Source: an optimization exercise on an open RTL-to-GDS flow (aim: a short achievable clock period and few clock cycles). Production flows keep margins and buffers that such runs may drop.
The RTL of this run was laid out without a check of its function.
Power is estimated from default activity; no workload was simulated.

### design/flow/run.sh
#!/bin/bash
# synth_recipe.tcl (not shown) runs the flow's synth.tcl, then flattens the netlist and writes it again
# the make line also repeats each setting of config.mk as NAME=value (left out here)
make -C /OpenROAD-flow-scripts/flow DESIGN_CONFIG=/design/flow/config.mk WORK_HOME=/design/flow/orfs CLKGATE_MAP_FILE= SYNTH_SCRIPT=/design/flow/synth_recipe.tcl finish
### design/flow/config.mk
export PLATFORM = sky130hd
export DESIGN_NAME = Core
export DESIGN_NICKNAME = Core
export VERILOG_FILES = /design/flow/design.v
export SDC_FILE = /design/flow/constraint.sdc
export NUM_CORES = 4
export LEC_CHECK = 0
export ABC_CLOCK_PERIOD_IN_PS = 3000
export CAP_MARGIN = 20
export CORE_MARGIN = 2
export CORE_UTILIZATION = 45
export SETUP_SLACK_MARGIN = 3.5
export SLEW_MARGIN = 20
export TNS_END_PERCENT = 100
### design/flow/constraint.sdc
create_clock -name core_clock -period 7.0 [get_ports {clk}]
set_input_delay 1.4000 -clock core_clock [delete_from_list [all_inputs] [get_ports {clk}]]
set_output_delay 1.4000 -clock core_clock [all_outputs]
set_load 0.01 [all_outputs]
### design/flow/design.v
`timescale 1ns / 1ps
module RegFile;
endmodule
`timescale 1ns / 1ps
module Core(
	input clk,
	input rst,  
	input core_hold,
	output reg[23:0] addr,
	input [15:0] read_data,
	output reg[15:0] write_data,
	output reg write_enable,
	output reg req,
	input sw
    );
	localparam [4:0] CMP = 5'd2, BLT = 5'd7, BLTE = 5'd8, LOAD = 5'd9, STORE = 5'd10,
		JR = 5'd11, BE = 5'd12, BNE = 5'd13, SHIFTLI = 5'd14, SHIFTRI = 5'd15,
		CMPI = 5'd18, LOADI = 5'd23, STOREI = 5'd24, JA = 5'd25, BEI = 5'd26,
		BNEI = 5'd27, BLTI = 5'd28, BLTEI = 5'd29, JS = 5'd30, INC = 5'd31;
	reg [15:0] q0, q1, q2, q3;
	reg  [2:0] cnt;
	reg [23:0] opa, opb;   
	reg        cur_f;    
	reg        arr_f;    
	reg [23:0] npc;      
	reg [23:0] hpc;      
	reg [23:0] zres;     
	reg        nf;
	reg        ld1, ld2;        
	reg  [3:0] ld1_r, ld2_r;
	wire go_en = !core_hold;
	wire [4:0] op = q0[15:11];
	wire [3:0] ra = q0[10:7];
	wire [3:0] rb = q0[6:3];
	wire is_inc = (op == INC);
	wire is_js = (op == JS);
	wire two = op[4] & ~is_inc;
	wire ibr = two && (op >= JA) && (op <= JS);
	wire rbr = (op == BLT) || (op == BLTE) || (op == JR) || (op == BE) || (op == BNE);
	wire is_ld = (op == LOAD) || (op == LOADI);
	wire is_st = (op == STORE) || (op == STOREI);
	wire is_alu = !ibr && !rbr && !is_ld && !is_st;
	wire byp = ibr && (cnt == 3'd1) && arr_f;
	wire complete = (cnt != 3'd0) && (!two || cnt >= 3'd2 || byp);
	wire hz1 = ld1 && (ld1_r == ra || (!two && ld1_r == rb) || (is_js && ld1_r == 4'd3));
	wire hz2 = ld2 && (ld2_r == ra || (!two && ld2_r == rb) || (is_js && ld2_r == 4'd3));
	wire go1 = complete && !hz1 && !hz2;
	wire go = go1 && sw;
	wire [23:0] imm = {1'b0, q0[6:0], q1};
	wire [23:0] bimm = {1'b0, q0[6:0], byp ? read_data : q1};
	wire [23:0] opx = is_inc ? 24'd1 : (two ? imm : opb);
	wire        sub = (op[3:0] == 4'd1) || (op[3:0] == 4'd2);
	wire [23:0] opy = sub ? ~opx : opx;
	wire [23:0] pg_p = opa ^ opy;
	wire [23:0] pg_g = opa & opy;
	reg  [23:0] cg, cp;
	integer k, l;
	always @(*) begin
		cg = pg_g;
		cp = pg_p;
		cg[0] = pg_g[0] | (pg_p[0] & sub);
		for (l = 0; l < 5; l = l + 1)
			for (k = 0; k < 24; k = k + 1)
				if (k[l]) begin
					cg[k] = cg[k] | (cp[k] & cg[((k >> l) << l) - 1]);
					cp[k] = cp[k] & cp[((k >> l) << l) - 1];
				end
	end
	wire [23:0] sum = pg_p ^ {cg[22:0], sub};
	reg  [23:0] res;
	always @(*) begin
		case (op[3:0])
			4'd3: res = opa & opx;
			4'd4: res = opa | opx;
			4'd5: res = opa ^ opx;
			4'd6: res = opx;
			4'd14: res = opa << rb;
			4'd15: res = is_inc ? sum : (opa >> rb);
			default: res = sum;
		endcase
	end
	wire zf = (zres == 24'd0);
	reg cond;
	always @(*) begin
		case (op)
			BLT, BLTI: cond = nf;
			BLTE, BLTEI: cond = nf | zf;
			BE, BEI: cond = zf;
			BNE, BNEI: cond = !zf;
			default: cond = 1'b1;  
		endcase
	end
	wire redirect = go && (ibr || rbr) && cond;
	wire [23:0] target = rbr ? opa : bimm;
	wire alu_we = go && is_alu && op != CMP && op != CMPI && ra != 4'd0;
	wire js_we = go && is_js;
	wire [23:0] link = hpc + 24'd2;
	wire [23:0] wd_l = {8'd0, read_data};
	reg [23:0] r [1:15];
	integer i;
	always @(posedge clk) begin
		if (go_en) begin
			for (i = 1; i < 16; i = i + 1) begin
				if (alu_we && ra == i)
					r[i] <= res;
				else if (ld2 && ld2_r == i)
					r[i] <= wd_l;
				else if (js_we && i == 3)
					r[i] <= link;
			end
		end
	end
	wire [1:0] pop = go ? (two ? (byp ? 2'd1 : 2'd2) : 2'd1) : 2'd0;
	wire push = arr_f && !(go && byp);
	wire [2:0] left = cnt - pop;
	wire data_req = go && (is_ld || is_st);
	wire fetch_ok = ({1'b0, left} + push + cur_f) < 4'd4;
	function [23:0] rdreg;
		input [3:0] idx;
		begin
			rdreg = (idx == 4'd0) ? 24'd0 : r[idx];
		end
	endfunction
	wire nh_fresh = (left == 3'd0);
	wire [15:0] nh = nh_fresh ? read_data : (pop == 2'd0) ? q0 : (pop == 2'd1) ? q1 : q2;
	wire [3:0] na_i = nh[10:7];
	wire [3:0] nb_i = nh[6:3];
	wire [23:0] ca = nh_fresh ? rdreg(read_data[10:7]) :
		(pop == 2'd0) ? rdreg(q0[10:7]) : (pop == 2'd1) ? rdreg(q1[10:7]) : rdreg(q2[10:7]);
	wire [23:0] cb = nh_fresh ? rdreg(read_data[6:3]) :
		(pop == 2'd0) ? rdreg(q0[6:3]) : (pop == 2'd1) ? rdreg(q1[6:3]) : rdreg(q2[6:3]);
	wire [23:0] na = (alu_we && ra == na_i) ? res :
		(ld2 && ld2_r == na_i) ? wd_l : (js_we && na_i == 4'd3) ? link : ca;
	wire [23:0] nb = (alu_we && ra == nb_i) ? res :
		(ld2 && ld2_r == nb_i) ? wd_l : (js_we && nb_i == 4'd3) ? link : cb;
	always @(posedge clk) begin
		if (rst) begin
			cnt <= 3'd0;
			cur_f <= 1'b1;
			arr_f <= 1'b0;
			npc <= 24'h008000;
			hpc <= 24'h008000;
			addr <= 24'h008000;
			req <= 1'b1;
			write_enable <= 1'b0;
			write_data <= 16'd0;
			zres <= 24'd1;  
			nf <= 1'b0;
			ld1 <= 1'b0;
			ld2 <= 1'b0;
		end else if (go_en) begin
			if (go && is_alu) begin
				zres <= res;
				nf <= res[23];
			end
			ld1 <= data_req && is_ld && ra != 4'd0;
			ld1_r <= ra;
			ld2 <= ld1;
			ld2_r <= ld1_r;
			opa <= na;
			opb <= nb;
			if (redirect) begin
				cnt <= 3'd0;
				hpc <= target;
			end else begin
				cnt <= left + push;
				hpc <= hpc + (go ? (two ? 24'd2 : 24'd1) : 24'd0);
				case (pop)
					2'd0: begin
						if (push && cnt == 3'd0) q0 <= read_data;
						if (push && cnt == 3'd1) q1 <= read_data;
						if (push && cnt == 3'd2) q2 <= read_data;
						if (push && cnt == 3'd3) q3 <= read_data;
					end
					2'd1: begin
						q0 <= (push && cnt == 3'd1) ? read_data : q1;
						q1 <= (push && cnt == 3'd2) ? read_data : q2;
						q2 <= (push && cnt == 3'd3) ? read_data : q3;
						if (push && cnt == 3'd4) q3 <= read_data;
					end
					default: begin
						q0 <= (push && cnt == 3'd2) ? read_data : q2;
						q1 <= (push && cnt == 3'd3) ? read_data : q3;
						if (push && cnt == 3'd4) q2 <= read_data;
					end
				endcase
			end
			arr_f <= cur_f && !redirect;
			if (data_req) begin
				addr <= two ? imm : opb;
				req <= 1'b1;
				write_enable <= is_st;
				write_data <= opa[15:0];
				cur_f <= 1'b0;
			end else if (redirect) begin
				addr <= target;
				req <= 1'b1;
				write_enable <= 1'b0;
				cur_f <= 1'b1;
				npc <= target;
			end else if (fetch_ok) begin
				addr <= npc + 24'd1;
				req <= 1'b1;
				write_enable <= 1'b0;
				cur_f <= 1'b1;
				npc <= npc + 24'd1;
			end else begin
				req <= 1'b0;
				write_enable <= 1'b0;
				cur_f <= 1'b0;
			end
		end
	end
endmodule
==> flow_summary.toml <==
[clocking]
cts-root-buf = "clkbuf_16"
ctsHoldBuffers = 0
h-tree-depth = 3
cts_buffers = 77
cts_buffer_depth = 3
clock-sinks = 601

[yosys]
yosysWarnings = 26
synth.cell_area_um2 = 54000
synth-edff-count = 480
ys_types = 99
avgSynthCellArea_um2 = 8.02
synthArstFlopShare = 0
synthFlopType = "edfxtp_1"
ys_seq_elements = 601
syn_nets = 6835
seq_area_frac_synth = 0.312
synthCells = 6731

[die]
die_x_um = 350
fp.dieH_um = 350
start_util = 0.452
fp-row-count = 127
pin_count = 62

[placed_design]
placed_cells = 7648
place.port_buffers = 61
place_congestion = 1.15
hpwl_um = 246000

[status]
status = "did not finish"
stop_stage = "global routing"
stop_error = "[ERROR GRT-0232] Routing congestion too high. Check the congestion heatmap in the GUI."

[grt]
grt_overflow = 1
grt_max_degree = 74
grt_use_total = 0.751
## worst max path at each step
| stage | from | cells past startpoint | to | slack [ps] |
|---|---|---|---|---|
| after floorplan | sw | 21 | opa[13]$_DFFE_PP_ | 1920 |
| after global placement | sw | 16 | opa[22]$_DFFE_PP_ | 810 |
| after detailed placement | sw | 16 | opa[22]$_DFFE_PP_ | 700 |
| after CTS | q0[13]$_DFFE_PP_ | 24 | opb[17]$_DFFE_PP_ | 2440 |
## power by group through the flow
| stage | clock network [uW] | registers (uW) | logic (uW) |
|---|---|---|---|
| 4_1_cts | 4170 | 4080 | 4200 |
| 3_5_place_dp | 0 | 4160 | 3140 |
| 3_3_place_gp | 0 | 4160 | 3120 |
| 2_1_floorplan | 0 | 4080 | 1890 |
## stage by stage
stage | cell area (um2) | total power (uW) | setup slack (ps) | hold slack (ps)
floorplan | 55400 | 5970 | 1920 | 436
global placement | 56900 | 7270 | 812 | 444
detailed placement | 56900 | 7290 | 695 | 452
CTS | 66600 | 12500 | 2440 | 460
## per-layer routing
metal  GRT usage  GRT overflow
met1       0.798             0
met2       0.840             0
met3       0.664             1
met4       0.629             0
met5       0.524             0
## synthesized netlist by cell type (19+ instances only)
master    number  area [um2]
a22oi_1      863        6480
clkbuf_1     751        2820
nor2_1       632        2370
a21oi_1      607        3040
edfxtp_1     480       14400
nand2_1      457        1720
o21ai_0      374        1870
buf_1        240         901
a222oi_1     188        1880
nand3_1      179         896
mux2i_1      175        1750
nand4_1      164        1030
dfxtp_1      121        2420
a221oi_1      93         815
nor3_1        89         445
a211oi_1      82         616
inv_1         79         297
ha_1          77         963
buf_2         70         350
xnor2_1       65         569
a31oi_1       63         394
mux2_2        63         709
a22o_1        61         534
nor4bb_1      45         450
and3_1        44         275
xor2_1        44         385
o221ai_1      41         359
a221o_1       36         360
clkbuf_2      36         180
and4_1        35         307
a211o_1       28         245
and4b_1       28         280
nor4_1        23         144
mux4_2        22         495
nor4b_1       22         193
o31ai_1       22         165
o211ai_1      20         150
or3_1         20         125
nor2b_1       19         119
## logic make-up after synthesis
logic type,share of synthesized area
buffers and inverters,0.0880
xor gates and xnor gates,0.0183
AOI/OAI and AO/OA,0.341
muxes,0.0548
DFF,0.312
adders and majority gates,0.0204
and+or+nand+nor,0.166
## repair_timing
action | CTS
gates cloned | 84
pin swaps | 132
hold endpoints to repair | 0
endpoints found under the setup margin | 998
buffers inserted | 282
resized for setup | 601
